What follows belongs to an exercise in optimizing a design on an open flow for small area; a production flow would make more cautious choices. Only simulation tests tie the RTL to the original design; equivalence was not proved. Power is estimated from default activity; no workload was simulated.

==> 04-20 <==
==> flow/design.v (excerpt) <==
module rs232_interface_top(CLOCK_50, RST, UART_TXD, UART_RXD, LEDG,LEDR, KEY, SW, HEX0, HEX1, HEX2, HEX3, HEX4, HEX5, HEX6, HEX7);
	localparam PKTST_START = 0;
	localparam PKTST_CMD   = 1;
	localparam PKTST_LEN   = 2;
	localparam PKTST_DATA  = 3;
	localparam RC_OTHER = 0;
	localparam RC_LEDG  = 1;
	localparam RC_LEDR  = 2;
	localparam RC_HEX   = 3;
	localparam DEPTH = 6;
	localparam[3:0] HEX_CODE0 = 4'd11;    
	input CLOCK_50;
	input RST;
	output UART_TXD;
	input UART_RXD;
	output[7:0] LEDG;
	output[17:0] LEDR;
	input [4:0] KEY;
	input [17:0] SW;
	output[6:0] HEX0;
	output[6:0] HEX1;
	output[6:0] HEX2;
	output[6:0] HEX3;
	output[6:0] HEX4;
	output[6:0] HEX5;
	output[6:0] HEX6;
	output[6:0] HEX7;
	reg[7:0] tx_out;
	wire tx_busy;
	reg tx_start;
	wire[7:0] rx_in;
	wire rx_recv;
	wire rx_first;
	wire txdiv_pulse;
	wire[8:0] txdiv_cnt;
	reg sending;
	reg[4:0] last_key;
	reg[17:0] last_sw;
	reg[7:0] ledg_vals;
	reg[17:0] ledr_vals;
	reg[31:0] hex_vals;    
	wire[3:0] hex_new;     
	reg send_sw;           
	reg[2:0] send_idx;     
  ...
==> flow/config.mk <==
export PLATFORM = sky130hd
export DESIGN_NAME = rs232_interface_top
export DESIGN_NICKNAME = rs232_interface_top
export VERILOG_FILES = /design/flow/design.v
export SDC_FILE = /design/flow/constraint.sdc
export NUM_CORES = 4
export LEC_CHECK = 0
export CAP_MARGIN = 20
export CORE_MARGIN = 2
export CORE_UTILIZATION = 70
export PLACE_DENSITY = 0.8
export SLEW_MARGIN = 20
==> flow/constraint.sdc <==
create_clock -name core_clock -period 20.0 [get_ports {CLOCK_50}]
set_input_delay 4.0000 -clock core_clock [delete_from_list [all_inputs] [get_ports {CLOCK_50}]]
set_output_delay 4.0000 -clock core_clock [all_outputs]
set_load 0.01 [all_outputs]
standard.sh (not shown) runs the stock make flow with config.mk's settings and CLKGATE_MAP_FILE= SYNTH_SCRIPT=/design/flow/synth_recipe.tcl, a recipe that flattens the netlist after the stock synthesis.
==> flow/flow/run.sh <==
#!/bin/bash
# The standard layout (standard.sh: the standard synthesis, floorplan, power
# grid, tap cells, placement, CTS and routing), with these choices:
#  - ABC maps the logic with an area-oriented script (flow/abc_area_deep.script)
#    instead of ORFS's abc_speed.script: ORFS's scripts folder is copied here
#    and only that file is replaced. Flip-flops are mapped before ABC runs, so
#    the registers (names and cells) are those of the standard synthesis;
#  - port buffers are buf_1 cells (buffer_ports -buffer_cell), the smallest
#    buffer; every port still gets one;
#  - the clock tree uses clkbuf_4 cells, sink clusters of up to 10 within
#    30 um, and no dummy loads.
set -euo pipefail
rm -rf scripts_mod
cp -r "$FLOW_HOME/scripts" scripts_mod
cp flow/abc_area_deep.script scripts_mod/abc_speed.script
export SCRIPTS_DIR="$PWD/scripts_mod"
export BUFFER_PORTS_ARGS="-buffer_cell sky130_fd_sc_hd__buf_1"
export CTS_ARGS="-sink_clustering_enable -repair_clock_nets -buf_list sky130_fd_sc_hd__clkbuf_4 -sink_clustering_size 10 -sink_clustering_max_diameter 30 -dont_use_dummy_load"
bash standard.sh > standard_flow.log 2>&1
==> flow/flow/abc_area_deep.script <==
strash
dc2
dc2
dch -f
amap
topo
==> inputs of 11-15, as changes to 04-20 <==
--- a/flow/flow/run.sh
+++ b/flow/flow/run.sh
@@ -15,5 +15,5 @@
 cp flow/abc_area_deep.script scripts_mod/abc_speed.script
 export SCRIPTS_DIR="$PWD/scripts_mod"
 export BUFFER_PORTS_ARGS="-buffer_cell sky130_fd_sc_hd__buf_1"
-export CTS_ARGS="-sink_clustering_enable -repair_clock_nets -buf_list sky130_fd_sc_hd__clkbuf_4 -sink_clustering_size 10 -sink_clustering_max_diameter 30 -dont_use_dummy_load"
+export CTS_ARGS="-sink_clustering_enable -repair_clock_nets -buf_list sky130_fd_sc_hd__clkbuf_4 -sink_clustering_buffer sky130_fd_sc_hd__clkbuf_16 -sink_clustering_size 35 -sink_clustering_max_diameter 80 -dont_use_dummy_load"
 bash standard.sh > standard_flow.log 2>&1
==> flow/flow/abc_area_deep.script (replaced) <==
strash
dc2
dch -f
amap
strash
dch -f
amap
topo
==> inputs of 04-16, as changes to 04-20 <==
==> flow/run.sh (new file) <==
#!/bin/bash
# synth_recipe.tcl (not shown) runs the flow's synth.tcl, then flattens the netlist and writes it again
# the make line also repeats each setting of config.mk as NAME=value (left out here)
make -C /OpenROAD-flow-scripts/flow DESIGN_CONFIG=/design/flow/config.mk WORK_HOME=/design/flow/orfs CLKGATE_MAP_FILE= SYNTH_SCRIPT=/design/flow/synth_recipe.tcl finish
- CTS_BUF_LIST: not set -> sky130_fd_sc_hd__clkbuf_4
- CTS_CLUSTER_DIAMETER: not set -> 40
- CTS_CLUSTER_SIZE: not set -> 10
removed: flow/flow/run.sh
removed: flow/flow/abc_area_deep.script
removed: flow/standard.sh
==> comparison <==
Cell area: 04-16 is higher than 11-15 (14%). Synthesized cell count, highest first: 04-16, 11-15, 04-20. The highest utilization belongs to 04-16, the lowest to 11-15. The highest setup slack belongs to 04-20, the lowest to 11-15. Between 11-15 and 04-20, the lower power is in 11-15 (gap about 10%, measured against 04-20). The lowest final cell count belongs to 11-15, the highest to 04-16. In 04-20 the clock power is larger than in 11-15, by about 12%. Non-clock buffer count, lowest first: 04-16, 11-15, 04-20. In flip-flop and latch count, 04-20 and 11-15 do not differ. Area after synthesis: 11-15 < 04-20 < 04-16.
==> figures <==
| quantity | 11-15 | 04-16 | 04-20 |
|---|---|---|---|
| FF-to-FF End | recv_state[0] | hex_vals[30] | hex_vals[0] |
| Headroom to the max-slew limit | 31.6% | 29.0% | 34.9% |
| Routed met2 length | 9670 um | 11400 um | 10000 um |
| Final worst clock skew | 0.100 ns | 0.0453 ns | 0.0656 ns |
| Data arrival time of the critical path | 6.94 ns | 2.49 ns | 6.85 ns |
| Share of the core filled with cells | 77.9% | 83.3% | 78.5% |
| Fraction of standard cell area in multi-input logic | 32.5% | 35.4% | 32.5% |
| Startpoint of the most critical hold path | recv_buf[0][7] | recv_buf[2][1] | tx.uart_div.state[1] |
| Area share of xor/xnor cells in the synthesized design | 0% | 3.86% | 0.394% |
| Starting density of the core | 70.8% | 71.7% | 71.0% |
| Inverters | 120 | 56 | 121 |
| M2 GR Usage | 48.1% | 53.9% | 49.9% |
| Area overhead of the layout relative to synthesis | 9.99% | 16.1% | 10.6% |
| Combinational share of power | 34.3% | 36.6% | 37.6% |
| Number of global-route vias before repair | 6408 | 7410 | 6674 |
| Power Internal | 736 uW | 842 uW | 789 uW |
| Die Y-Extent | 116 um | 121 um | 117 um |
| Count of multi-input combinational gates | 551 | 627 | 544 |
| Run status | complete, no violations | complete, no violations | complete, no violations |
| Element type at the critical path start | input pin | flip-flop | input pin |
| Synth Area in Adders | 3.43% | 3.18% | 3.41% |
| Per-instance average area after synthesis | 9.95 um2 | 10.2 um2 | 10.1 um2 |

==> afterwards: timing with drivers on the ports <==
Ports are ideal in the flow. The routed layouts listed here were re-timed in OpenROAD. Step 1 assumes that a clkbuf_16 drives the clock port and a buf_2 every other input. Step 2, shift: input delay + t, output delay - t, t = (earliest + latest rising clock arrival at the registers) / 2. This alone moves slack from input paths to output paths. Three values: no drivers, after step 1, after step 2; two values: the first two.
| run | t, ns | slack for setup (ns) | worst hold slack (ns) | worst setup path after step 2 | cell pins on the clock port's net |
|---|---|---|---|---|---|
| 04-20 | 0.615 | 13.571 / 13.584 / 12.969 | 0.422 / 0.422 / 0.422 | input to register | 1 |
| 11-15 | 0.578 | 13.483 / 13.499 / 12.922 | 0.432 / 0.432 / 0.432 | input to register | 1 |
| 04-16 | 0.679 | 13.512 / 13.472 / 13.142 | 0.434 / 0.434 / 0.434 | input to register | 1 |
After both steps every run listed still meets setup and hold. For 04-20, which loses most, drivers alone change the setup slack by +0.013 ns; drivers and shift together by -0.602 ns.
